Background: an optimization exercise with open tools, aiming at small area and a short achievable clock period. Do not read the settings as production practice. Only the layout flow was run in this run; the RTL was not checked for function there. No activity file was given, so power comes from the tool's default toggle rates.

===== flow/config.mk =====
export PLATFORM = sky130hd
export DESIGN_NAME = fir_low_pass_filter
export DESIGN_NICKNAME = fir_low_pass_filter
export VERILOG_FILES = /design/flow/design.v
export SDC_FILE = /design/flow/constraint.sdc
export NUM_CORES = 4
export LEC_CHECK = 0
export CAP_MARGIN = 20
export CORE_MARGIN = 2
export CORE_UTILIZATION = 40
export CTS_BUF_LIST = sky130_fd_sc_hd__clkbuf_8 sky130_fd_sc_hd__clkbuf_16
export CTS_CLUSTER_DIAMETER = 80
export CTS_CLUSTER_SIZE = 32
export SLEW_MARGIN = 20
export SYNTH_HIERARCHICAL = 1

===== flow/constraint.sdc =====
create_clock -name core_clock -period 11.0 [get_ports {clk}]
set_input_delay 2.2000 -clock core_clock [delete_from_list [all_inputs] [get_ports {clk}]]
set_output_delay 2.2000 -clock core_clock [all_outputs]
set_load 0.01 [all_outputs]

===== flow/design.v =====
`timescale 1ns/1ps
module fir_low_pass_filter(Data_out, Data_in, clk, rst);
  output [15:0] Data_out;
  input [7:0] Data_in;
  input clk, rst;
  reg [7:0] x1;
  reg [7:0] x2;
  reg [7:0] x3;
  reg [7:0] x4;
  reg [7:0] x5;
  reg [7:0] x6;
  reg [7:0] x7;
  reg [7:0] x8;
  reg [7:0] x9;
  reg [7:0] x10;
  reg [7:0] x11;
  reg [7:0] x12;
  reg [7:0] x13;
  reg [7:0] x14;
  reg [7:0] x15;
  reg [7:0] x16;
  reg [7:0] x17;
  reg [7:0] x18;
  reg [7:0] x19;
  reg [7:0] x20;
  reg [7:0] x21;
  reg [7:0] x22;
  reg [7:0] x23;
  reg [7:0] x24;
  reg [7:0] x25;
  reg [13:0] P3a;
  reg [13:0] P3b;
  reg [15:0] P2a;
  reg [15:0] P2b;
  reg [15:0] Pa;
  reg [15:0] Pb;
  reg [15:0] Q;
  reg [9:0] V;
  reg [8:0] Y;
  reg [6:0] YH;
  reg [6:0] T;
  wire hs1, hc1;
  fir_ha u_ha1 (.a(x21[2]), .b(x22[1]), .s(hs1), .co(hc1));
  wire fs2, fc2;
  fir_fa u_fa2 (.a(x21[3]), .b(x22[2]), .c(x24[3]), .s(fs2), .co(fc2));
  wire fs3, fc3;
  fir_fa u_fa3 (.a(x21[4]), .b(x22[3]), .c(x24[4]), .s(fs3), .co(fc3));
  wire fs4, fc4;
  fir_fa u_fa4 (.a(x24[5]), .b(x6[3]), .c(x6[5]), .s(fs4), .co(fc4));
  wire hs5, hc5;
  fir_ha u_ha5 (.a(x8[0]), .b(x9[0]), .s(hs5), .co(hc5));
  wire fs6, fc6;
  fir_fa u_fa6 (.a(x21[5]), .b(x22[4]), .c(x24[5]), .s(fs6), .co(fc6));
  wire fs7, fc7;
  fir_fa u_fa7 (.a(x24[6]), .b(x6[4]), .c(x6[6]), .s(fs7), .co(fc7));
  wire fs8, fc8;
  fir_fa u_fa8 (.a(x8[1]), .b(x9[1]), .c(x9[3]), .s(fs8), .co(fc8));
  wire hs9, hc9;
  fir_ha u_ha9 (.a(~x13[1]), .b(~x23[4]), .s(hs9), .co(hc9));
  wire fs10, fc10;
  fir_fa u_fa10 (.a(x21[6]), .b(x22[5]), .c(x24[6]), .s(fs10), .co(fc10));
  wire fs11, fc11;
  fir_fa u_fa11 (.a(x24[7]), .b(x6[5]), .c(x6[7]), .s(fs11), .co(fc11));
  wire fs12, fc12;
  fir_fa u_fa12 (.a(x8[2]), .b(x9[2]), .c(x9[4]), .s(fs12), .co(fc12));
  wire fs13, fc13;
  fir_fa u_fa13 (.a(x13[2]), .b(x23[5]), .c(x25[6]), .s(fs13), .co(fc13));
  wire fs14, fc14;
  fir_fa u_fa14 (.a(x21[7]), .b(x22[6]), .c(x24[7]), .s(fs14), .co(fc14));
  wire fs15, fc15;
  fir_fa u_fa15 (.a(x6[6]), .b(x8[3]), .c(x9[3]), .s(fs15), .co(fc15));
  wire fs16, fc16;
  fir_fa u_fa16 (.a(x13[3]), .b(x23[6]), .c(x25[7]), .s(fs16), .co(fc16));
  wire fs17, fc17;
  fir_fa u_fa17 (.a(x22[7]), .b(x6[7]), .c(x8[4]), .s(fs17), .co(fc17));
  wire fs18, fc18;
  fir_fa u_fa18 (.a(x21[1]), .b(x22[0]), .c(x24[1]), .s(fs18), .co(fc18));
  wire hs19, hc19;
  fir_ha u_ha19 (.a(x24[2]), .b(x6[0]), .s(hs19), .co(hc19));
  wire fs20, fc20;
  fir_fa u_fa20 (.a(x24[2]), .b(x24[3]), .c(x6[1]), .s(fs20), .co(fc20));
  wire fs21, fc21;
  fir_fa u_fa21 (.a(x6[3]), .b(x9[0]), .c(x9[1]), .s(fs21), .co(fc21));
  wire hs22, hc22;
  fir_ha u_ha22 (.a(~x23[1]), .b(~x25[2]), .s(hs22), .co(hc22));
  wire fs23, fc23;
  fir_fa u_fa23 (.a(x24[4]), .b(x6[2]), .c(x6[4]), .s(fs23), .co(fc23));
  wire fs24, fc24;
  fir_fa u_fa24 (.a(x9[1]), .b(x9[2]), .c(hc1), .s(fs24), .co(fc24));
  wire fs25, fc25;
  fir_fa u_fa25 (.a(x23[2]), .b(x25[3]), .c(~fs2), .s(fs25), .co(fc25));
  wire fs26, fc26;
  fir_fa u_fa26 (.a(x13[0]), .b(x23[3]), .c(x25[4]), .s(fs26), .co(fc26));
  wire fs27, fc27;
  fir_fa u_fa27 (.a(x9[2]), .b(x9[3]), .c(hs5), .s(fs27), .co(fc27));
  wire fs28, fc28;
  fir_fa u_fa28 (.a(fc2), .b(fs3), .c(fs4), .s(fs28), .co(fc28));
  wire fs29, fc29;
  fir_fa u_fa29 (.a(x9[4]), .b(hc5), .c(hs9), .s(fs29), .co(fc29));
  wire fs30, fc30;
  fir_fa u_fa30 (.a(fc3), .b(fc4), .c(fs6), .s(fs30), .co(fc30));
  wire fs31, fc31;
  fir_fa u_fa31 (.a(~x25[5]), .b(fs7), .c(fs8), .s(fs31), .co(fc31));
  wire fs32, fc32;
  fir_fa u_fa32 (.a(x9[5]), .b(hc9), .c(fc6), .s(fs32), .co(fc32));
  wire fs33, fc33;
  fir_fa u_fa33 (.a(fc7), .b(fc8), .c(fs10), .s(fs33), .co(fc33));
  wire fs34, fc34;
  fir_fa u_fa34 (.a(fs11), .b(fs12), .c(~fs13), .s(fs34), .co(fc34));
  wire fs35, fc35;
  fir_fa u_fa35 (.a(x9[5]), .b(x9[6]), .c(fc10), .s(fs35), .co(fc35));
  wire fs36, fc36;
  fir_fa u_fa36 (.a(fc11), .b(fc12), .c(fs14), .s(fs36), .co(fc36));
  wire fs37, fc37;
  fir_fa u_fa37 (.a(fc13), .b(~fs15), .c(fs16), .s(fs37), .co(fc37));
  wire fs38, fc38;
  fir_fa u_fa38 (.a(x9[4]), .b(x9[6]), .c(x9[7]), .s(fs38), .co(fc38));
  wire fs39, fc39;
  fir_fa u_fa39 (.a(x13[4]), .b(x23[7]), .c(fc16), .s(fs39), .co(fc39));
  wire fs40, fc40;
  fir_fa u_fa40 (.a(fc14), .b(fc15), .c(fs17), .s(fs40), .co(fc40));
  wire fs41, fc41;
  fir_fa u_fa41 (.a(x8[5]), .b(x9[5]), .c(x9[7]), .s(fs41), .co(fc41));
  wire hs42, hc42;
  fir_ha u_ha42 (.a(x21[0]), .b(x24[0]), .s(hs42), .co(hc42));
  wire fs43, fc43;
  fir_fa u_fa43 (.a(x6[2]), .b(x9[0]), .c(hs19), .s(fs43), .co(fc43));
  wire hs44, hc44;
  fir_ha u_ha44 (.a(~x23[0]), .b(~x25[1]), .s(hs44), .co(hc44));
  wire fs45, fc45;
  fir_fa u_fa45 (.a(hc19), .b(hs1), .c(hs22), .s(fs45), .co(fc45));
  wire fs46, fc46;
  fir_fa u_fa46 (.a(fc18), .b(fs20), .c(fs21), .s(fs46), .co(fc46));
  wire fs47, fc47;
  fir_fa u_fa47 (.a(hc22), .b(fc20), .c(fc21), .s(fs47), .co(fc47));
  wire fs48, fc48;
  fir_fa u_fa48 (.a(fs23), .b(fs24), .c(~fs25), .s(fs48), .co(fc48));
  wire fs49, fc49;
  fir_fa u_fa49 (.a(fc23), .b(fc24), .c(fs27), .s(fs49), .co(fc49));
  wire fs50, fc50;
  fir_fa u_fa50 (.a(fs26), .b(fc25), .c(~fs28), .s(fs50), .co(fc50));
  wire fs51, fc51;
  fir_fa u_fa51 (.a(fc27), .b(fs29), .c(fc28), .s(fs51), .co(fc51));
  wire fs52, fc52;
  fir_fa u_fa52 (.a(~fc26), .b(fs30), .c(fs31), .s(fs52), .co(fc52));
  wire fs53, fc53;
  fir_fa u_fa53 (.a(fc29), .b(fc30), .c(fc31), .s(fs53), .co(fc53));
  wire fs54, fc54;
  fir_fa u_fa54 (.a(fs32), .b(fs33), .c(fs34), .s(fs54), .co(fc54));
  wire fs55, fc55;
  fir_fa u_fa55 (.a(fc32), .b(fc33), .c(fc34), .s(fs55), .co(fc55));
  wire fs56, fc56;
  fir_fa u_fa56 (.a(fs35), .b(fs36), .c(~fs37), .s(fs56), .co(fc56));
  wire fs57, fc57;
  fir_fa u_fa57 (.a(fs38), .b(fc35), .c(fc36), .s(fs57), .co(fc57));
  wire fs58, fc58;
  fir_fa u_fa58 (.a(fc37), .b(fs39), .c(~fs40), .s(fs58), .co(fc58));
  wire fs59, fc59;
  fir_fa u_fa59 (.a(fc17), .b(fc38), .c(fs41), .s(fs59), .co(fc59));
  wire fs60, fc60;
  fir_fa u_fa60 (.a(x13[5]), .b(fc39), .c(~fc40), .s(fs60), .co(fc60));
  wire fs61, fc61;
  fir_fa u_fa61 (.a(x8[6]), .b(x9[6]), .c(fc41), .s(fs61), .co(fc61));
  wire hs62, hc62;
  fir_ha u_ha62 (.a(x24[1]), .b(x6[1]), .s(hs62), .co(hc62));
  wire fs63, fc63;
  fir_fa u_fa63 (.a(hc42), .b(hs44), .c(fs18), .s(fs63), .co(fc63));
  wire fs64, fc64;
  fir_fa u_fa64 (.a(hc44), .b(fc43), .c(fs45), .s(fs64), .co(fc64));
  wire fs65, fc65;
  fir_fa u_fa65 (.a(fc45), .b(fc46), .c(fs47), .s(fs65), .co(fc65));
  wire fs66, fc66;
  fir_fa u_fa66 (.a(fc47), .b(fs49), .c(fc48), .s(fs66), .co(fc66));
  wire fs67, fc67;
  fir_fa u_fa67 (.a(fc49), .b(fs51), .c(fs52), .s(fs67), .co(fc67));
  wire fs68, fc68;
  fir_fa u_fa68 (.a(fc51), .b(fc52), .c(fs53), .s(fs68), .co(fc68));
  wire fs69, fc69;
  fir_fa u_fa69 (.a(fc53), .b(fc54), .c(fs55), .s(fs69), .co(fc69));
  wire fs70, fc70;
  fir_fa u_fa70 (.a(fc55), .b(fc56), .c(fs57), .s(fs70), .co(fc70));
  wire fs71, fc71;
  fir_fa u_fa71 (.a(fs59), .b(fc57), .c(~fc58), .s(fs71), .co(fc71));
  wire fs72, fc72;
  fir_fa u_fa72 (.a(~x13[6]), .b(fc59), .c(fs61), .s(fs72), .co(fc72));
  wire fs73, fc73;
  fir_fa u_fa73 (.a(x8[7]), .b(x9[7]), .c(fc61), .s(fs73), .co(fc73));
  wire hs74, hc74;
  fir_ha u_ha74 (.a(hs42), .b(hs62), .s(hs74), .co(hc74));
  wire fs75, fc75;
  fir_fa u_fa75 (.a(hc62), .b(fs43), .c(fs63), .s(fs75), .co(fc75));
  wire fs76, fc76;
  fir_fa u_fa76 (.a(fc63), .b(fs46), .c(fs64), .s(fs76), .co(fc76));
  wire fs77, fc77;
  fir_fa u_fa77 (.a(fc64), .b(fs65), .c(fs48), .s(fs77), .co(fc77));
  wire fs78, fc78;
  fir_fa u_fa78 (.a(fc65), .b(~fs50), .c(fs66), .s(fs78), .co(fc78));
  wire fs79, fc79;
  fir_fa u_fa79 (.a(~fc50), .b(fc66), .c(fs67), .s(fs79), .co(fc79));
  wire fs80, fc80;
  fir_fa u_fa80 (.a(fs54), .b(fc67), .c(fs68), .s(fs80), .co(fc80));
  wire fs81, fc81;
  fir_fa u_fa81 (.a(fs56), .b(fc68), .c(fs69), .s(fs81), .co(fc81));
  wire fs82, fc82;
  fir_fa u_fa82 (.a(~fs58), .b(fc69), .c(fs70), .s(fs82), .co(fc82));
  wire fs83, fc83;
  fir_fa u_fa83 (.a(~fs60), .b(fc70), .c(fs71), .s(fs83), .co(fc83));
  wire fs84, fc84;
  fir_fa u_fa84 (.a(~fc60), .b(fs72), .c(fc71), .s(fs84), .co(fc84));
  wire fs85, fc85;
  fir_fa u_fa85 (.a(~x13[7]), .b(fc72), .c(fs73), .s(fs85), .co(fc85));
  wire hs86, hc86;
  fir_ha u_ha86 (.a(x12[0]), .b(x12[3]), .s(hs86), .co(hc86));
  wire fs87, fc87;
  fir_fa u_fa87 (.a(x12[0]), .b(x12[1]), .c(x12[4]), .s(fs87), .co(fc87));
  wire fs88, fc88;
  fir_fa u_fa88 (.a(P3a[5]), .b(P3b[5]), .c(x11[0]), .s(fs88), .co(fc88));
  wire hs89, hc89;
  fir_ha u_ha89 (.a(x8[1]), .b(x8[4]), .s(hs89), .co(hc89));
  wire fs90, fc90;
  fir_fa u_fa90 (.a(x12[1]), .b(x12[2]), .c(x12[5]), .s(fs90), .co(fc90));
  wire fs91, fc91;
  fir_fa u_fa91 (.a(P3a[6]), .b(P3b[6]), .c(x11[1]), .s(fs91), .co(fc91));
  wire fs92, fc92;
  fir_fa u_fa92 (.a(x11[2]), .b(x11[5]), .c(x13[1]), .s(fs92), .co(fc92));
  wire hs93, hc93;
  fir_ha u_ha93 (.a(x8[2]), .b(x8[5]), .s(hs93), .co(hc93));
  wire fs94, fc94;
  fir_fa u_fa94 (.a(x12[2]), .b(x12[3]), .c(x12[6]), .s(fs94), .co(fc94));
  wire fs95, fc95;
  fir_fa u_fa95 (.a(P3a[7]), .b(P3b[7]), .c(x11[2]), .s(fs95), .co(fc95));
  wire fs96, fc96;
  fir_fa u_fa96 (.a(x11[3]), .b(x11[6]), .c(x13[2]), .s(fs96), .co(fc96));
  wire fs97, fc97;
  fir_fa u_fa97 (.a(x13[4]), .b(x13[5]), .c(~x8[3]), .s(fs97), .co(fc97));
  wire fs98, fc98;
  fir_fa u_fa98 (.a(x12[3]), .b(x12[4]), .c(x12[7]), .s(fs98), .co(fc98));
  wire fs99, fc99;
  fir_fa u_fa99 (.a(P3a[8]), .b(P3b[8]), .c(x11[3]), .s(fs99), .co(fc99));
  wire fs100, fc100;
  fir_fa u_fa100 (.a(x11[4]), .b(x11[7]), .c(x13[3]), .s(fs100), .co(fc100));
  wire fs101, fc101;
  fir_fa u_fa101 (.a(x13[5]), .b(x13[6]), .c(~x8[4]), .s(fs101), .co(fc101));
  wire fs102, fc102;
  fir_fa u_fa102 (.a(x12[4]), .b(x12[5]), .c(x8[5]), .s(fs102), .co(fc102));
  wire fs103, fc103;
  fir_fa u_fa103 (.a(P3a[9]), .b(P3b[9]), .c(x11[4]), .s(fs103), .co(fc103));
  wire hs104, hc104;
  fir_ha u_ha104 (.a(~x11[5]), .b(~x13[4]), .s(hs104), .co(hc104));
  wire fs105, fc105;
  fir_fa u_fa105 (.a(x12[5]), .b(x12[6]), .c(x8[6]), .s(fs105), .co(fc105));
  wire hs106, hc106;
  fir_ha u_ha106 (.a(~P3a[10]), .b(~P3b[10]), .s(hs106), .co(hc106));
  wire hs107, hc107;
  fir_ha u_ha107 (.a(x12[6]), .b(x12[7]), .s(hs107), .co(hc107));
  wire hs108, hc108;
  fir_ha u_ha108 (.a(x12[2]), .b(x8[2]), .s(hs108), .co(hc108));
  wire fs109, fc109;
  fir_fa u_fa109 (.a(P3a[4]), .b(P3b[4]), .c(x11[0]), .s(fs109), .co(fc109));
  wire fs110, fc110;
  fir_fa u_fa110 (.a(x11[3]), .b(x13[1]), .c(x13[2]), .s(fs110), .co(fc110));
  wire fs111, fc111;
  fir_fa u_fa111 (.a(x11[1]), .b(x11[4]), .c(x13[0]), .s(fs111), .co(fc111));
  wire fs112, fc112;
  fir_fa u_fa112 (.a(hc86), .b(hs89), .c(fs87), .s(fs112), .co(fc112));
  wire hs113, hc113;
  fir_ha u_ha113 (.a(~x13[2]), .b(~x13[3]), .s(hs113), .co(hc113));
  wire fs114, fc114;
  fir_fa u_fa114 (.a(hc89), .b(hs93), .c(fc87), .s(fs114), .co(fc114));
  wire fs115, fc115;
  fir_fa u_fa115 (.a(x13[3]), .b(x13[4]), .c(fc88), .s(fs115), .co(fc115));
  wire fs116, fc116;
  fir_fa u_fa116 (.a(~fs90), .b(fs91), .c(fs92), .s(fs116), .co(fc116));
  wire fs117, fc117;
  fir_fa u_fa117 (.a(x8[6]), .b(hc93), .c(fc90), .s(fs117), .co(fc117));
  wire fs118, fc118;
  fir_fa u_fa118 (.a(fc91), .b(fc92), .c(fs95), .s(fs118), .co(fc118));
  wire fs119, fc119;
  fir_fa u_fa119 (.a(~fs94), .b(fs96), .c(fs97), .s(fs119), .co(fc119));
  wire fs120, fc120;
  fir_fa u_fa120 (.a(fc95), .b(fc96), .c(fc97), .s(fs120), .co(fc120));
  wire fs121, fc121;
  fir_fa u_fa121 (.a(x8[7]), .b(fc94), .c(fs98), .s(fs121), .co(fc121));
  wire fs122, fc122;
  fir_fa u_fa122 (.a(fs100), .b(fs101), .c(fs99), .s(fs122), .co(fc122));
  wire fs123, fc123;
  fir_fa u_fa123 (.a(x13[6]), .b(x13[7]), .c(fc100), .s(fs123), .co(fc123));
  wire fs124, fc124;
  fir_fa u_fa124 (.a(hs104), .b(fc98), .c(fs102), .s(fs124), .co(fc124));
  wire fs125, fc125;
  fir_fa u_fa125 (.a(fc101), .b(fc99), .c(fs103), .s(fs125), .co(fc125));
  wire fs126, fc126;
  fir_fa u_fa126 (.a(x11[5]), .b(x11[6]), .c(x13[5]), .s(fs126), .co(fc126));
  wire fs127, fc127;
  fir_fa u_fa127 (.a(hc104), .b(hs106), .c(fc102), .s(fs127), .co(fc127));
  wire fs128, fc128;
  fir_fa u_fa128 (.a(x13[7]), .b(fc103), .c(~fs105), .s(fs128), .co(fc128));
  wire fs129, fc129;
  fir_fa u_fa129 (.a(P3a[11]), .b(P3b[11]), .c(x11[6]), .s(fs129), .co(fc129));
  wire fs130, fc130;
  fir_fa u_fa130 (.a(x8[7]), .b(hc106), .c(hs107), .s(fs130), .co(fc130));
  wire fs131, fc131;
  fir_fa u_fa131 (.a(x11[7]), .b(x13[6]), .c(~fc105), .s(fs131), .co(fc131));
  wire fs132, fc132;
  fir_fa u_fa132 (.a(P3a[12]), .b(P3b[12]), .c(x11[7]), .s(fs132), .co(fc132));
  wire hs133, hc133;
  fir_ha u_ha133 (.a(x12[7]), .b(hc107), .s(hs133), .co(hc133));
  wire hs134, hc134;
  fir_ha u_ha134 (.a(P3a[1]), .b(x12[0]), .s(hs134), .co(hc134));
  wire fs135, fc135;
  fir_fa u_fa135 (.a(P3a[2]), .b(P3b[2]), .c(x11[1]), .s(fs135), .co(fc135));
  wire hs136, hc136;
  fir_ha u_ha136 (.a(x12[1]), .b(x8[1]), .s(hs136), .co(hc136));
  wire fs137, fc137;
  fir_fa u_fa137 (.a(P3a[3]), .b(P3b[3]), .c(x11[2]), .s(fs137), .co(fc137));
  wire fs138, fc138;
  fir_fa u_fa138 (.a(x13[0]), .b(x13[1]), .c(~hs108), .s(fs138), .co(fc138));
  wire fs139, fc139;
  fir_fa u_fa139 (.a(x8[0]), .b(x8[3]), .c(hc108), .s(fs139), .co(fc139));
  wire fs140, fc140;
  fir_fa u_fa140 (.a(~hs86), .b(fs109), .c(fs110), .s(fs140), .co(fc140));
  wire fs141, fc141;
  fir_fa u_fa141 (.a(fc109), .b(fc110), .c(fs111), .s(fs141), .co(fc141));
  wire fs142, fc142;
  fir_fa u_fa142 (.a(hs113), .b(~fs88), .c(fs112), .s(fs142), .co(fc142));
  wire fs143, fc143;
  fir_fa u_fa143 (.a(hc113), .b(fc112), .c(fs114), .s(fs143), .co(fc143));
  wire fs144, fc144;
  fir_fa u_fa144 (.a(fc111), .b(fs115), .c(fs116), .s(fs144), .co(fc144));
  wire fs145, fc145;
  fir_fa u_fa145 (.a(fc115), .b(fc116), .c(fs118), .s(fs145), .co(fc145));
  wire fs146, fc146;
  fir_fa u_fa146 (.a(fc114), .b(fs117), .c(~fs119), .s(fs146), .co(fc146));
  wire fs147, fc147;
  fir_fa u_fa147 (.a(fc118), .b(fc119), .c(fs120), .s(fs147), .co(fc147));
  wire fs148, fc148;
  fir_fa u_fa148 (.a(fc117), .b(fs121), .c(~fs122), .s(fs148), .co(fc148));
  wire fs149, fc149;
  fir_fa u_fa149 (.a(fc120), .b(fc122), .c(fs123), .s(fs149), .co(fc149));
  wire fs150, fc150;
  fir_fa u_fa150 (.a(fc121), .b(fs124), .c(~fs125), .s(fs150), .co(fc150));
  wire fs151, fc151;
  fir_fa u_fa151 (.a(fs126), .b(fc123), .c(fc125), .s(fs151), .co(fc151));
  wire fs152, fc152;
  fir_fa u_fa152 (.a(fc124), .b(fs127), .c(~fs128), .s(fs152), .co(fc152));
  wire fs153, fc153;
  fir_fa u_fa153 (.a(fc126), .b(fs129), .c(fc128), .s(fs153), .co(fc153));
  wire fs154, fc154;
  fir_fa u_fa154 (.a(fs130), .b(fc127), .c(~fs131), .s(fs154), .co(fc154));
  wire fs155, fc155;
  fir_fa u_fa155 (.a(x13[7]), .b(fc129), .c(fs132), .s(fs155), .co(fc155));
  wire fs156, fc156;
  fir_fa u_fa156 (.a(hs133), .b(fc130), .c(~fc131), .s(fs156), .co(fc156));
  wire fs157, fc157;
  fir_fa u_fa157 (.a(P3a[13]), .b(P3b[13]), .c(fc132), .s(fs157), .co(fc157));
  wire hs158, hc158;
  fir_ha u_ha158 (.a(x8[0]), .b(hs134), .s(hs158), .co(hc158));
  wire fs159, fc159;
  fir_fa u_fa159 (.a(~x13[0]), .b(hc134), .c(hs136), .s(fs159), .co(fc159));
  wire fs160, fc160;
  fir_fa u_fa160 (.a(fc135), .b(fs137), .c(fs138), .s(fs160), .co(fc160));
  wire fs161, fc161;
  fir_fa u_fa161 (.a(fc137), .b(fc138), .c(fs140), .s(fs161), .co(fc161));
  wire fs162, fc162;
  fir_fa u_fa162 (.a(~fc139), .b(fc140), .c(fs141), .s(fs162), .co(fc162));
  wire fs163, fc163;
  fir_fa u_fa163 (.a(~fc141), .b(fc142), .c(fs143), .s(fs163), .co(fc163));
  wire fs164, fc164;
  fir_fa u_fa164 (.a(~fc143), .b(fc144), .c(fs145), .s(fs164), .co(fc164));
  wire fs165, fc165;
  fir_fa u_fa165 (.a(fc145), .b(~fc146), .c(fs147), .s(fs165), .co(fc165));
  wire fs166, fc166;
  fir_fa u_fa166 (.a(fc147), .b(~fc148), .c(fs149), .s(fs166), .co(fc166));
  wire fs167, fc167;
  fir_fa u_fa167 (.a(fc149), .b(~fc150), .c(fs151), .s(fs167), .co(fc167));
  wire fs168, fc168;
  fir_fa u_fa168 (.a(fc151), .b(~fc152), .c(fs153), .s(fs168), .co(fc168));
  wire fs169, fc169;
  fir_fa u_fa169 (.a(fs155), .b(fc153), .c(~fc154), .s(fs169), .co(fc169));
  wire fs170, fc170;
  fir_fa u_fa170 (.a(~hc133), .b(fc155), .c(fs157), .s(fs170), .co(fc170));
  wire hs171, hc171;
  fir_ha u_ha171 (.a(1'b0), .b(1'b0), .s(hs171), .co(hc171));
  wire hs172, hc172;
  fir_ha u_ha172 (.a(~P3b[1]), .b(~x11[0]), .s(hs172), .co(hc172));
  wire fs173, fc173;
  fir_fa u_fa173 (.a(~fs135), .b(hc158), .c(fs159), .s(fs173), .co(fc173));
  wire fs174, fc174;
  fir_fa u_fa174 (.a(hc136), .b(fc159), .c(~fs160), .s(fs174), .co(fc174));
  wire fs175, fc175;
  fir_fa u_fa175 (.a(~fs139), .b(fc160), .c(fs161), .s(fs175), .co(fc175));
  wire fs176, fc176;
  fir_fa u_fa176 (.a(fc161), .b(~fs142), .c(fs162), .s(fs176), .co(fc176));
  wire fs177, fc177;
  fir_fa u_fa177 (.a(fc162), .b(fs144), .c(~fs163), .s(fs177), .co(fc177));
  wire fs178, fc178;
  fir_fa u_fa178 (.a(fs146), .b(fc163), .c(~fs164), .s(fs178), .co(fc178));
  wire fs179, fc179;
  fir_fa u_fa179 (.a(~fs148), .b(fc164), .c(fs165), .s(fs179), .co(fc179));
  wire fs180, fc180;
  fir_fa u_fa180 (.a(~fs150), .b(fc165), .c(fs166), .s(fs180), .co(fc180));
  wire fs181, fc181;
  fir_fa u_fa181 (.a(~fs152), .b(fc166), .c(fs167), .s(fs181), .co(fc181));
  wire fs182, fc182;
  fir_fa u_fa182 (.a(~fs154), .b(fc167), .c(fs168), .s(fs182), .co(fc182));
  wire fs183, fc183;
  fir_fa u_fa183 (.a(~fs156), .b(fs169), .c(fc168), .s(fs183), .co(fc183));
  wire fs184, fc184;
  fir_fa u_fa184 (.a(~fc156), .b(fs170), .c(fc169), .s(fs184), .co(fc184));
  wire fs185, fc185;
  fir_fa u_fa185 (.a(~hs171), .b(fc157), .c(fc170), .s(fs185), .co(fc185));
  wire fs186, fc186;
  fir_fa u_fa186 (.a(1'b0), .b(1'b0), .c(hc171), .s(fs186), .co(fc186));
  wire hs187, hc187;
  fir_ha u_ha187 (.a(P2b[4]), .b(x16[0]), .s(hs187), .co(hc187));
  wire fs188, fc188;
  fir_fa u_fa188 (.a(P2a[5]), .b(P2b[5]), .c(x16[1]), .s(fs188), .co(fc188));
  wire fs189, fc189;
  fir_fa u_fa189 (.a(P2a[6]), .b(P2b[6]), .c(x16[2]), .s(fs189), .co(fc189));
  wire fs190, fc190;
  fir_fa u_fa190 (.a(P2a[7]), .b(x16[3]), .c(x16[6]), .s(fs190), .co(fc190));
  wire hs191, hc191;
  fir_ha u_ha191 (.a(P2b[8]), .b(x16[4]), .s(hs191), .co(hc191));
  wire hs192, hc192;
  fir_ha u_ha192 (.a(x16[0]), .b(x17[1]), .s(hs192), .co(hc192));
  wire fs193, fc193;
  fir_fa u_fa193 (.a(x16[1]), .b(x17[0]), .c(x17[2]), .s(fs193), .co(fc193));
  wire hs194, hc194;
  fir_ha u_ha194 (.a(~P2a[2]), .b(~P2b[2]), .s(hs194), .co(hc194));
  wire fs195, fc195;
  fir_fa u_fa195 (.a(x16[2]), .b(x17[1]), .c(x17[3]), .s(fs195), .co(fc195));
  wire fs196, fc196;
  fir_fa u_fa196 (.a(P2a[3]), .b(P2b[3]), .c(~x2[2]), .s(fs196), .co(fc196));
  wire fs197, fc197;
  fir_fa u_fa197 (.a(x16[3]), .b(x17[2]), .c(x17[4]), .s(fs197), .co(fc197));
  wire fs198, fc198;
  fir_fa u_fa198 (.a(~P2a[4]), .b(x2[3]), .c(hs187), .s(fs198), .co(fc198));
  wire fs199, fc199;
  fir_fa u_fa199 (.a(x16[4]), .b(x17[3]), .c(x17[5]), .s(fs199), .co(fc199));
  wire fs200, fc200;
  fir_fa u_fa200 (.a(x2[4]), .b(hc187), .c(fs188), .s(fs200), .co(fc200));
  wire fs201, fc201;
  fir_fa u_fa201 (.a(x16[5]), .b(x17[4]), .c(x17[6]), .s(fs201), .co(fc201));
  wire fs202, fc202;
  fir_fa u_fa202 (.a(x2[5]), .b(fc188), .c(fs189), .s(fs202), .co(fc202));
  wire fs203, fc203;
  fir_fa u_fa203 (.a(x17[5]), .b(x17[7]), .c(x2[6]), .s(fs203), .co(fc203));
  wire fs204, fc204;
  fir_fa u_fa204 (.a(~P2b[7]), .b(fc189), .c(fs190), .s(fs204), .co(fc204));
  wire fs205, fc205;
  fir_fa u_fa205 (.a(x16[7]), .b(x17[6]), .c(x2[7]), .s(fs205), .co(fc205));
  wire fs206, fc206;
  fir_fa u_fa206 (.a(~P2a[8]), .b(hs191), .c(fc190), .s(fs206), .co(fc206));
  wire fs207, fc207;
  fir_fa u_fa207 (.a(P2a[9]), .b(P2b[9]), .c(x16[5]), .s(fs207), .co(fc207));
  wire hs208, hc208;
  fir_ha u_ha208 (.a(x17[7]), .b(hc191), .s(hs208), .co(hc208));
  wire hs209, hc209;
  fir_ha u_ha209 (.a(P2a[10]), .b(P2b[10]), .s(hs209), .co(hc209));
  wire hs210, hc210;
  fir_ha u_ha210 (.a(x2[0]), .b(hs192), .s(hs210), .co(hc210));
  wire fs211, fc211;
  fir_fa u_fa211 (.a(x2[1]), .b(hc192), .c(hs194), .s(fs211), .co(fc211));
  wire fs212, fc212;
  fir_fa u_fa212 (.a(hc194), .b(fc193), .c(fs195), .s(fs212), .co(fc212));
  wire fs213, fc213;
  fir_fa u_fa213 (.a(fc195), .b(fs197), .c(fs198), .s(fs213), .co(fc213));
  wire fs214, fc214;
  fir_fa u_fa214 (.a(fc197), .b(fs199), .c(fc198), .s(fs214), .co(fc214));
  wire fs215, fc215;
  fir_fa u_fa215 (.a(fc199), .b(fs201), .c(fc200), .s(fs215), .co(fc215));
  wire fs216, fc216;
  fir_fa u_fa216 (.a(fc201), .b(fs203), .c(fc202), .s(fs216), .co(fc216));
  wire fs217, fc217;
  fir_fa u_fa217 (.a(fc203), .b(fs205), .c(fc204), .s(fs217), .co(fc217));
  wire fs218, fc218;
  fir_fa u_fa218 (.a(fc205), .b(fs207), .c(hs208), .s(fs218), .co(fc218));
  wire fs219, fc219;
  fir_fa u_fa219 (.a(x16[6]), .b(hs209), .c(fc207), .s(fs219), .co(fc219));
  wire fs220, fc220;
  fir_fa u_fa220 (.a(P2a[11]), .b(P2b[11]), .c(x16[7]), .s(fs220), .co(fc220));
  wire hs221, hc221;
  fir_ha u_ha221 (.a(P2a[0]), .b(P2b[0]), .s(hs221), .co(hc221));
  wire fs222, fc222;
  fir_fa u_fa222 (.a(P2a[1]), .b(P2b[1]), .c(~hs210), .s(fs222), .co(fc222));
  wire fs223, fc223;
  fir_fa u_fa223 (.a(fs193), .b(hc210), .c(fs211), .s(fs223), .co(fc223));
  wire fs224, fc224;
  fir_fa u_fa224 (.a(~fs196), .b(fc211), .c(fs212), .s(fs224), .co(fc224));
  wire fs225, fc225;
  fir_fa u_fa225 (.a(~fc196), .b(fc212), .c(fs213), .s(fs225), .co(fc225));
  wire fs226, fc226;
  fir_fa u_fa226 (.a(fs200), .b(fc213), .c(fs214), .s(fs226), .co(fc226));
  wire fs227, fc227;
  fir_fa u_fa227 (.a(fs202), .b(fc214), .c(fs215), .s(fs227), .co(fc227));
  wire fs228, fc228;
  fir_fa u_fa228 (.a(fs204), .b(fc215), .c(fs216), .s(fs228), .co(fc228));
  wire fs229, fc229;
  fir_fa u_fa229 (.a(fs206), .b(fc216), .c(fs217), .s(fs229), .co(fc229));
  wire fs230, fc230;
  fir_fa u_fa230 (.a(fc206), .b(fs218), .c(fc217), .s(fs230), .co(fc230));
  wire fs231, fc231;
  fir_fa u_fa231 (.a(hc208), .b(fs219), .c(fc218), .s(fs231), .co(fc231));
  wire fs232, fc232;
  fir_fa u_fa232 (.a(hc209), .b(fs220), .c(fc219), .s(fs232), .co(fc232));
  wire fs233, fc233;
  fir_fa u_fa233 (.a(P2a[12]), .b(P2b[12]), .c(fc220), .s(fs233), .co(fc233));
  wire hs234, hc234;
  fir_ha u_ha234 (.a(P2a[13]), .b(P2b[13]), .s(hs234), .co(hc234));
  wire hs235, hc235;
  fir_ha u_ha235 (.a(P2a[14]), .b(P2b[14]), .s(hs235), .co(hc235));
  wire hs236, hc236;
  fir_ha u_ha236 (.a(~P2a[15]), .b(P2b[15]), .s(hs236), .co(hc236));
  wire hs237, hc237;
  fir_ha u_ha237 (.a(Pa[2]), .b(x2[0]), .s(hs237), .co(hc237));
  wire fs238, fc238;
  fir_fa u_fa238 (.a(Pa[3]), .b(Pb[3]), .c(x1[1]), .s(fs238), .co(fc238));
  wire fs239, fc239;
  fir_fa u_fa239 (.a(Pa[4]), .b(Pb[4]), .c(x1[2]), .s(fs239), .co(fc239));
  wire fs240, fc240;
  fir_fa u_fa240 (.a(Pa[5]), .b(Pb[5]), .c(x1[3]), .s(fs240), .co(fc240));
  wire fs241, fc241;
  fir_fa u_fa241 (.a(Pa[6]), .b(Pb[6]), .c(x1[4]), .s(fs241), .co(fc241));
  wire fs242, fc242;
  fir_fa u_fa242 (.a(Pa[7]), .b(Pb[7]), .c(x1[5]), .s(fs242), .co(fc242));
  wire fs243, fc243;
  fir_fa u_fa243 (.a(Pa[8]), .b(Pb[8]), .c(x1[6]), .s(fs243), .co(fc243));
  wire fs244, fc244;
  fir_fa u_fa244 (.a(Pa[9]), .b(Pb[9]), .c(x1[7]), .s(fs244), .co(fc244));
  wire hs245, hc245;
  fir_ha u_ha245 (.a(~Pb[2]), .b(~x1[0]), .s(hs245), .co(hc245));
  wire fs246, fc246;
  fir_fa u_fa246 (.a(x2[1]), .b(hc237), .c(~fs238), .s(fs246), .co(fc246));
  wire fs247, fc247;
  fir_fa u_fa247 (.a(~x2[2]), .b(fc238), .c(fs239), .s(fs247), .co(fc247));
  wire fs248, fc248;
  fir_fa u_fa248 (.a(~x2[3]), .b(fc239), .c(fs240), .s(fs248), .co(fc248));
  wire fs249, fc249;
  fir_fa u_fa249 (.a(~x2[4]), .b(fc240), .c(fs241), .s(fs249), .co(fc249));
  wire fs250, fc250;
  fir_fa u_fa250 (.a(~x2[5]), .b(fc241), .c(fs242), .s(fs250), .co(fc250));
  wire fs251, fc251;
  fir_fa u_fa251 (.a(~x2[6]), .b(fc242), .c(fs243), .s(fs251), .co(fc251));
  wire fs252, fc252;
  fir_fa u_fa252 (.a(~x2[7]), .b(fc243), .c(fs244), .s(fs252), .co(fc252));
  wire fs253, fc253;
  fir_fa u_fa253 (.a(Pa[10]), .b(Pb[10]), .c(fc244), .s(fs253), .co(fc253));
  wire hs254, hc254;
  fir_ha u_ha254 (.a(~Pa[11]), .b(~Pb[11]), .s(hs254), .co(hc254));
  wire hs255, hc255;
  fir_ha u_ha255 (.a(~Pa[12]), .b(~Pb[12]), .s(hs255), .co(hc255));
  wire hs256, hc256;
  fir_ha u_ha256 (.a(~Pa[13]), .b(~Pb[13]), .s(hs256), .co(hc256));
  wire hs257, hc257;
  fir_ha u_ha257 (.a(~Pa[14]), .b(~Pb[14]), .s(hs257), .co(hc257));
  wire hs258, hc258;
  fir_ha u_ha258 (.a(~Pa[15]), .b(~Pb[15]), .s(hs258), .co(hc258));
  wire [15:0] Q_sum;
  fir_add16 u_Q_add (.a({hc257, hc256, hc255, hc254, hs254, ~fc252, ~fc251, ~fc250, ~fc249, ~fc248, ~fc247, fc246, hc245, hs237, ~Pa[1], ~Pa[0]}), .b({hs258, hs257, hs256, hs255, ~fc253, ~fs253, ~fs252, ~fs251, ~fs250, ~fs249, ~fs248, ~fs247, fs246, hs245, Pb[1], ~Pb[0]}), .s(Q_sum));
  wire [9:0] V_n;
  fir_mul3 u_v (.d(Data_in), .v(V_n));
  wire [15:0] R;
  fir_add16 u_r_add (.a(Q), .b({6'd0, V}), .s(R));
  wire [9:0] L_n;
  fir_addlo u_lo_add (.r(R[8:0]), .d(Data_in), .y(L_n));
  wire [6:0] K;
  fir_ones7 u_ones (.a(R[15:9]), .k(K));
  wire rst_n;
  fir_inv u_rst_n (.a(rst), .y(rst_n));
  reg rq, rqn;
  always @(posedge clk) begin
    rq <= rst;
    rqn <= ~rst;
  end
  always @(posedge clk) begin
    if (rst) begin
      V[0] <= 1'h0;
      V[1] <= 1'h0;
      V[2] <= 1'h0;
      V[3] <= 1'h0;
      V[4] <= 1'h0;
      V[5] <= 1'h0;
      V[6] <= 1'h0;
      V[7] <= 1'h0;
      V[8] <= 1'h0;
      V[9] <= 1'h0;
      Y[0] <= 1'h0;
      Y[1] <= 1'h0;
      Y[2] <= 1'h0;
      Y[3] <= 1'h0;
      Y[4] <= 1'h0;
      Y[5] <= 1'h0;
      Y[6] <= 1'h0;
      Y[7] <= 1'h0;
      Y[8] <= 1'h0;
      YH[0] <= 1'h0;
      YH[1] <= 1'h0;
      YH[2] <= 1'h0;
      YH[3] <= 1'h0;
      YH[4] <= 1'h0;
      YH[5] <= 1'h0;
      YH[6] <= 1'h0;
      T[0] <= 1'h0;
      T[1] <= 1'h0;
      T[2] <= 1'h0;
      T[3] <= 1'h0;
      T[4] <= 1'h0;
      T[5] <= 1'h0;
      T[6] <= 1'h0;
    end else begin
      V[0] <= V_n[0];
      V[1] <= V_n[1];
      V[2] <= V_n[2];
      V[3] <= V_n[3];
      V[4] <= V_n[4];
      V[5] <= V_n[5];
      V[6] <= V_n[6];
      V[7] <= V_n[7];
      V[8] <= V_n[8];
      V[9] <= V_n[9];
      Y[0] <= L_n[0];
      Y[1] <= L_n[1];
      Y[2] <= L_n[2];
      Y[3] <= L_n[3];
      Y[4] <= L_n[4];
      Y[5] <= L_n[5];
      Y[6] <= L_n[6];
      Y[7] <= L_n[7];
      Y[8] <= L_n[8];
      YH[0] <= R[9];
      YH[1] <= R[10];
      YH[2] <= R[11];
      YH[3] <= R[12];
      YH[4] <= R[13];
      YH[5] <= R[14];
      YH[6] <= R[15];
      T[0] <= (L_n[9] & K[0]);
      T[1] <= (L_n[9] & K[1]);
      T[2] <= (L_n[9] & K[2]);
      T[3] <= (L_n[9] & K[3]);
      T[4] <= (L_n[9] & K[4]);
      T[5] <= (L_n[9] & K[5]);
      T[6] <= (L_n[9] & K[6]);
    end
  end
  always @(posedge clk) begin
    if (!rst_n) begin
      x1 <= 8'hff;
    end else begin
      x1 <= ~Data_in;
    end
  end
  always @(posedge clk) begin
    if (rst | rq) begin
      Q[0] <= 1'h0;
      Q[1] <= 1'h0;
      Q[2] <= 1'h0;
      Q[3] <= 1'h0;
      Q[4] <= 1'h0;
      Q[5] <= 1'h0;
      Q[6] <= 1'h0;
      Q[7] <= 1'h0;
      Q[8] <= 1'h0;
      Q[9] <= 1'h0;
      Q[10] <= 1'h0;
      Q[11] <= 1'h0;
      Q[12] <= 1'h0;
      Q[13] <= 1'h0;
      Q[14] <= 1'h0;
      Q[15] <= 1'h0;
    end else begin
      Q[0] <= Q_sum[0];
      Q[1] <= Q_sum[1];
      Q[2] <= Q_sum[2];
      Q[3] <= Q_sum[3];
      Q[4] <= Q_sum[4];
      Q[5] <= Q_sum[5];
      Q[6] <= Q_sum[6];
      Q[7] <= Q_sum[7];
      Q[8] <= Q_sum[8];
      Q[9] <= Q_sum[9];
      Q[10] <= Q_sum[10];
      Q[11] <= Q_sum[11];
      Q[12] <= Q_sum[12];
      Q[13] <= Q_sum[13];
      Q[14] <= Q_sum[14];
      Q[15] <= Q_sum[15];
    end
  end
  always @(posedge clk) begin
    if (rq) begin
      x2 <= 8'h0;
      x4 <= 8'h0;
      x6 <= 8'h0;
      x8 <= 8'h0;
      x9 <= 8'h0;
      x10 <= 8'h0;
      x12 <= 8'h0;
      x14 <= 8'h0;
      x16 <= 8'h0;
      x17 <= 8'h0;
      x19 <= 8'h0;
      x21 <= 8'h0;
      x22 <= 8'h0;
      x24 <= 8'h0;
      P3a[1] <= 1'h0;
      P2a[0] <= 1'h0;
      P2a[5] <= 1'h0;
      P2a[6] <= 1'h0;
      P2a[7] <= 1'h0;
      P2a[9] <= 1'h0;
      P2a[10] <= 1'h0;
      P2a[11] <= 1'h0;
      P2a[12] <= 1'h0;
      P2a[13] <= 1'h0;
      P2a[14] <= 1'h0;
      P2b[0] <= 1'h0;
      P2b[4] <= 1'h0;
      P2b[5] <= 1'h0;
      P2b[6] <= 1'h0;
      P2b[8] <= 1'h0;
      P2b[9] <= 1'h0;
      P2b[10] <= 1'h0;
      P2b[11] <= 1'h0;
      P2b[12] <= 1'h0;
      P2b[13] <= 1'h0;
      P2b[14] <= 1'h0;
      P2b[15] <= 1'h0;
      Pa[2] <= 1'h0;
      Pb[1] <= 1'h0;
    end else begin
      x2 <= ~x1;
      x4 <= ~x3;
      x6 <= ~x5;
      x8 <= ~x7;
      x9 <= x8;
      x10 <= x9;
      x12 <= ~x11;
      x14 <= ~x13;
      x16 <= ~x15;
      x17 <= x16;
      x19 <= ~x18;
      x21 <= ~x20;
      x22 <= x21;
      x24 <= ~x23;
      P3a[1] <= ~x25[0];
      P2a[0] <= ~P3a[0];
      P2a[5] <= ~fc175;
      P2a[6] <= ~fc176;
      P2a[7] <= ~fc177;
      P2a[9] <= ~fc179;
      P2a[10] <= ~fc180;
      P2a[11] <= ~fc181;
      P2a[12] <= ~fc182;
      P2a[13] <= ~fc183;
      P2a[14] <= ~fs185;
      P2b[0] <= ~P3b[0];
      P2b[4] <= ~fs175;
      P2b[5] <= ~fs176;
      P2b[6] <= ~fs177;
      P2b[8] <= ~fs179;
      P2b[9] <= ~fs180;
      P2b[10] <= ~fs181;
      P2b[11] <= ~fs182;
      P2b[12] <= ~fs183;
      P2b[13] <= ~fs184;
      P2b[14] <= ~fc184;
      P2b[15] <= ~fc185;
      Pa[2] <= ~fc222;
      Pb[1] <= ~fs222;
    end
  end
  always @(posedge clk) begin
    if (!rqn) begin
      x3 <= 8'hff;
      x5 <= 8'hff;
      x7 <= 8'hff;
      x11 <= 8'hff;
      x13 <= 8'hff;
      x15 <= 8'hff;
      x18 <= 8'hff;
      x20 <= 8'hff;
      x23 <= 8'hff;
      x25 <= 8'hff;
      P3a[0] <= 1'h1;
      P3a[2] <= 1'h1;
      P3a[3] <= 1'h1;
      P3a[4] <= 1'h1;
      P3a[5] <= 1'h1;
      P3a[6] <= 1'h1;
      P3a[7] <= 1'h1;
      P3a[8] <= 1'h1;
      P3a[9] <= 1'h1;
      P3a[10] <= 1'h1;
      P3a[11] <= 1'h1;
      P3a[12] <= 1'h1;
      P3a[13] <= 1'h1;
      P3b[0] <= 1'h1;
      P3b[1] <= 1'h1;
      P3b[2] <= 1'h1;
      P3b[3] <= 1'h1;
      P3b[4] <= 1'h1;
      P3b[5] <= 1'h1;
      P3b[6] <= 1'h1;
      P3b[7] <= 1'h1;
      P3b[8] <= 1'h1;
      P3b[9] <= 1'h1;
      P3b[10] <= 1'h1;
      P3b[11] <= 1'h1;
      P3b[12] <= 1'h1;
      P3b[13] <= 1'h1;
      P2a[1] <= 1'h1;
      P2a[2] <= 1'h1;
      P2a[3] <= 1'h1;
      P2a[4] <= 1'h1;
      P2a[8] <= 1'h1;
      P2a[15] <= 1'h1;
      P2b[1] <= 1'h1;
      P2b[2] <= 1'h1;
      P2b[3] <= 1'h1;
      P2b[7] <= 1'h1;
      Pa[0] <= 1'h1;
      Pa[1] <= 1'h1;
      Pa[3] <= 1'h1;
      Pa[4] <= 1'h1;
      Pa[5] <= 1'h1;
      Pa[6] <= 1'h1;
      Pa[7] <= 1'h1;
      Pa[8] <= 1'h1;
      Pa[9] <= 1'h1;
      Pa[10] <= 1'h1;
      Pa[11] <= 1'h1;
      Pa[12] <= 1'h1;
      Pa[13] <= 1'h1;
      Pa[14] <= 1'h1;
      Pa[15] <= 1'h1;
      Pb[0] <= 1'h1;
      Pb[2] <= 1'h1;
      Pb[3] <= 1'h1;
      Pb[4] <= 1'h1;
      Pb[5] <= 1'h1;
      Pb[6] <= 1'h1;
      Pb[7] <= 1'h1;
      Pb[8] <= 1'h1;
      Pb[9] <= 1'h1;
      Pb[10] <= 1'h1;
      Pb[11] <= 1'h1;
      Pb[12] <= 1'h1;
      Pb[13] <= 1'h1;
      Pb[14] <= 1'h1;
      Pb[15] <= 1'h1;
    end else begin
      x3 <= ~x2;
      x5 <= ~x4;
      x7 <= ~x6;
      x11 <= ~x10;
      x13 <= ~x12;
      x15 <= ~x14;
      x18 <= ~x17;
      x20 <= ~x19;
      x23 <= ~x22;
      x25 <= ~x24;
      P3a[0] <= ~x24[0];
      P3a[2] <= ~hc74;
      P3a[3] <= ~fc75;
      P3a[4] <= ~fc76;
      P3a[5] <= ~fc77;
      P3a[6] <= ~fc78;
      P3a[7] <= ~fc79;
      P3a[8] <= ~fc80;
      P3a[9] <= ~fc81;
      P3a[10] <= ~fc82;
      P3a[11] <= ~fc83;
      P3a[12] <= ~fs85;
      P3a[13] <= ~fc73;
      P3b[0] <= ~x6[0];
      P3b[1] <= ~hs74;
      P3b[2] <= ~fs75;
      P3b[3] <= ~fs76;
      P3b[4] <= ~fs77;
      P3b[5] <= ~fs78;
      P3b[6] <= ~fs79;
      P3b[7] <= ~fs80;
      P3b[8] <= ~fs81;
      P3b[9] <= ~fs82;
      P3b[10] <= ~fs83;
      P3b[11] <= ~fs84;
      P3b[12] <= ~fc84;
      P3b[13] <= ~fc85;
      P2a[1] <= ~hs172;
      P2a[2] <= ~hc172;
      P2a[3] <= ~fc173;
      P2a[4] <= ~fc174;
      P2a[8] <= ~fc178;
      P2a[15] <= ~fs186;
      P2b[1] <= ~hs158;
      P2b[2] <= ~fs173;
      P2b[3] <= ~fs174;
      P2b[7] <= ~fs178;
      Pa[0] <= ~x17[0];
      Pa[1] <= ~hc221;
      Pa[3] <= ~fc223;
      Pa[4] <= ~fc224;
      Pa[5] <= ~fs226;
      Pa[6] <= ~fc226;
      Pa[7] <= ~fc227;
      Pa[8] <= ~fc228;
      Pa[9] <= ~fs230;
      Pa[10] <= ~fs231;
      Pa[11] <= ~fs232;
      Pa[12] <= ~fs233;
      Pa[13] <= ~hs234;
      Pa[14] <= ~hc234;
      Pa[15] <= ~hc235;
      Pb[0] <= ~hs221;
      Pb[2] <= ~fs223;
      Pb[3] <= ~fs224;
      Pb[4] <= ~fs225;
      Pb[5] <= ~fc225;
      Pb[6] <= ~fs227;
      Pb[7] <= ~fs228;
      Pb[8] <= ~fs229;
      Pb[9] <= ~fc229;
      Pb[10] <= ~fc230;
      Pb[11] <= ~fc231;
      Pb[12] <= ~fc232;
      Pb[13] <= ~fc233;
      Pb[14] <= ~hs235;
      Pb[15] <= ~hs236;
    end
  end
  assign Data_out = {YH ^ T, Y};
endmodule
module fir_fa(a, b, c, s, co);
  input a, b, c;
  output s, co;
  assign s = a ^ b ^ c;
  assign co = (a & b) | (a & c) | (b & c);
endmodule
module fir_ha(a, b, s, co);
  input a, b;
  output s, co;
  assign s = a ^ b;
  assign co = a & b;
endmodule
module fir_add16(a, b, s);
  input [15:0] a, b;
  output [15:0] s;
  assign s = a + b;
endmodule
module fir_inv(a, y);
  input a;
  output y;
  assign y = ~a;
endmodule
module fir_mul3(d, v);
  input [7:0] d;
  output [9:0] v;
  assign v = {2'd0, d} + {1'd0, d, 1'b0};
endmodule
module fir_addlo(r, d, y);
  input [8:0] r;
  input [7:0] d;
  output [9:0] y;
  assign y = {1'b0, r} + {1'b0, d, 1'b0};
endmodule
module fir_ones7(a, k);
  input [6:0] a;
  output [6:0] k;
  assign k = {&a[5:0], &a[4:0], &a[3:0], &a[2:0], &a[1:0], a[0], 1'b1};
endmodule
module fir_inc7(a, y);
  input [6:0] a;
  output [6:0] y;
  assign y = a + 7'd1;
endmodule

===== flow/flow/run.sh =====
#!/bin/bash
set -euo pipefail
export BUFFER_PORTS_ARGS="-buffer_cell sky130_fd_sc_hd__buf_4"
bash standard.sh finish > layout.log 2>&1

===== flow/standard.sh =====
#!/bin/bash
# synth_recipe.tcl (not shown) runs the flow's synth.tcl, then flattens the netlist and writes it again
# the make line also repeats each setting of config.mk as NAME=value (left out here)
make -C /OpenROAD-flow-scripts/flow DESIGN_CONFIG=/design/flow/config.mk WORK_HOME=/design/flow/orfs CLKGATE_MAP_FILE= SYNTH_SCRIPT=/design/flow/synth_recipe.tcl "${@:-finish}"

==> summary.txt <==
[state kept, by name, indices dropped and copies added, names as in the netlist, 9 cells and up]
register  flops
Y             9
Pb           16
Q            16
P3a          13
V            10
P2b          15
Pa           15
P2a          15
P3b          13
[cells in the mapped netlist, types with 6 or more instances]
cell type,n,share of area
o21bai_1,6,0.0028
buf_6,17,0.012
nand3_1,13,0.0040
nor2_1,111,0.026
and3b_1,7,0.0038
nor3b_1,20,0.0093
inv_1,132,0.031
o211ai_1,6,0.0028
a21oi_1,44,0.014
buf_2,21,0.0065
ha_1,88,0.068
xnor2_1,24,0.013
dfxtp_1,338,0.42
nor2b_1,63,0.024
nand2_1,174,0.040
a21o_1,8,0.0037
xor2_1,21,0.011
nor3_1,9,0.0028
fa_1,221,0.27
o21ai_0,17,0.0053
[modules after synthesis, one instance, submodules excluded]
module / area [sq um] / cells inside
fir_ha: 12.5 / 1
fir_addlo: 350 / 43
fir_ones7: 62.6 / 11
fir_fa: 20.0 / 1
fir_low_pass_filter: 9070 / 837
fir_mul3: 353 / 43
fir_inv: 3.75 / 1
fir_add16: 724 / 98
[area by class of cell]
type | instances | area [sq um] | share of cell area
well taps | 525 | 657 | 0.0375
inverters | 132 | 495 | 0.0283
flip-flops and latches | 338 | 6770 | 0.386
clock inverters | 16 | 292 | 0.0166
clock buffers | 21 | 526 | 0.0300
multi-input cells | 885 | 8590 | 0.490
repair buffers | 27 | 203 | 0.0116
[critical path, cell delays in order]
cell and delay [ns]:
buf_4 0.13, ha_1 0.37, a21o_1 0.19, a21oi_1 0.10, o21a_1 0.14, o31ai_1 0.55, and3b_1 0.26
[report_power, final]
part	leakage, uW	total [uW]	switching [uW]	internal, uW
clock	0.000387	921	515	406
combinational	0.00474	195	110	85.3
sequential	0.00274	1260	18.1	1250
[worst paths after layout]
path                     startpoint                end  depth (start not counted)
setup / recovery         Data_in[4]    T[0]$_SDFF_PP0_                          7
hold / removal    x14[2]$_SDFF_PP0_  x15[2]$_SDFF_PN1_                          1
setup reg to reg    Q[0]$_SDFF_PP0_    T[0]$_SDFF_PP0_                         10
hold reg to reg   x14[2]$_SDFF_PP0_  x15[2]$_SDFF_PN1_                          1
[kinds of logic (layout without fill, tap and decap cells)]
group                    Yosys count  in the layout
AND/OR/NAND/NOR                  406            406
flip-flops                       338            338
adder cells (fa/ha/maj)          309            309
buffers and inverters            175            196
AO/OA/AOI/OAI                    110            110
XOR/XNOR                          45             45
multiplexers                       4              4
other                              2             11
[through the flow]
step / util / cell area, sq um / power [uW] / std cells / setup WS [ns]
after floorplan: - / 16200 / 1440 / 1398 / 7.44
after global placement: 0.420 / 16700 / 1480 / 1907 / 7.04
after detailed placement: 0.420 / 16700 / 1490 / 1907 / 7.01
after CTS: 0.440 / 17500 / 2420 / 1944 / 7.53
after global routing: 0.440 / 17500 / 2490 / 1944 / 7.34
final: 0.440 / 17500 / 2380 / 1944 / 7.55
[layer usage]
layer / share of wire / track usage
met3: 0.027 / 0.0194
met4: 0.018 / 0.0311
met1: 0.47 / 0.207
met5: 0 / 0
met2: 0.49 / 0.247
==> impl_metrics.csv <==
group,metric,value,unit
timing,holdWs,0.351,ns
die,die_x,205,um
logic_synthesis,synth-async-reset-ratio,0,
critical_path,critPathCaptureType,"flop",
critical_path,regToRegSetupSlack,7.56,ns
route,antenna_left,0,
logic_synthesis,synth_compound_area_frac,0.0456,
logic_synthesis,ys.flop_type,"dfxtp_1",
die,ios,26,
clocking,cts_resized,0,
global_routing,grt_pass1_wl,49.3,mm
logic_synthesis,syn_inst,1389,
clocking,cts.sinks,338,
clocking,path_clk_slew,0.11,ns
logic_synthesis,ys_types,48,
logic_synthesis,synth_edf_count,0,
placed_design,dp_hpwl,21.5,mm
logic_synthesis,synth_adder_area_share,0.342,
clocking,post-cts-setup-buffers,0,
global_routing,grt-ovfl-total,0,
power,p_leak,0.00787,uW
die,die_y,205,um
timing,final-setup-viol-count,0,
logic_synthesis,synthSimpleGateAreaFrac,0.115,
power,ir_drop,0.138,mV
logic_synthesis,ys_seq_elements,338,
critical_path,crit_fanout,7,
clocking,clk_latency,0.55,ns
final_layout,diodes,0,
timing,fmaxAchievable,290,MHz
final_layout,final_common_cell,"dfxtp_1",
route,vias,9064,
timing,drv_slew,0,
global_routing,antenna_found_initial,0,
route,drc,0,
final_layout,drive_above_1_share,0.0564,
critical_path,worstSetupStartpointType,"input port",
final_layout,layout_common_cells,"dfxtp_1 (336), fa_1 (221), nand2_1 (174), inv_1 (132), nor2_1 (111)",
timing,worst_pin_slew,1.01,ns
logic_synthesis,syn_area,16100,sq um
critical_path,crit_required,11.48,ns
power,p_per_area,136,nW/um^2
die,dieArea,42000,sq um
job,drv_cap,0,
global_routing,grt_max_degree,90,
route,drtIter0Drc,377,
clocking,cts_tree,"yes",
global_routing,grt_usage,0.148,
status,outcome,"finished clean",
critical_path,cp.arrival,3.93,ns
route,wl_per_cell,14.9,um
die,initial_core_util,0.405,
logic_synthesis,syn_area_per_cell,11.6,sq um
timing,period_needed,3.45,ns
clocking,root_buffer,"clkbuf_16",
clocking,postCtsHoldBufs,0,
clocking,h-tree-depth,1,
placed_design,io_buffer_count,25,
die,rows,73,
final_layout,area_delta_synth_final,8.59,%
logic_synthesis,synth_xor_area_frac,0.0244,
route,dr.pass1.iters,5,
logic_synthesis,yosysSeqAreaShare,0.419,
clocking,cts_made_buffers,21,
route,wirelength,29.0,mm
timing,hold_violations,0,
timing,maxSlewHeadroom,0.329,
die,core_area,39800,sq um
clocking,cts.path.max_buffers,3,
placed_design,gp_congestion,0.869,
timing,setup_tns,0,ns
final_layout,nets,1724,
route,vias_per_cell,4.66,
timing,period_share,0.314,
logic_synthesis,yosys-mux-area-fraction,0.00248,
timing,fin_skew,0.0254,ns
logic_synthesis,synth_top_family_by_area,"adder cells",
global_routing,grt_pass1_vias,9424,
timing,rsz0062_at_grt,"no",
final_layout,num-fill-cells,3779,
critical_path,path_class,"in2reg",
hold_path,min_path_type,"reg2reg",
logic_synthesis,synth_warnings,7,

## what the ideal ports hide
How much do the figures lean on ideal ports? The routed layout below was timed once more, with nothing changed but the port constraints.
Step 1, drivers: a clkbuf_16 drives clk and a buf_2 each remaining input, both assumed.
Step 2 times the ports against the registers' clock, not the clock port: input delays grow and output delays shrink by t, the midpoint of the rising clock arrivals with the driver on.
Three values: ideal, step 1, step 2; two values: the first two.
t, ns: 0.591
setup WS [ns]: 7.548 / 7.529 / 6.990
worst setup path after step 2: input to register
slew at the worst register clock pin (ns): 0.11 / 0.11
cell pins on the clock port's net: 1
After both steps this run still meets setup and hold. For this run, drivers alone change the setup slack by -0.019 ns; drivers and shift together by -0.558 ns.
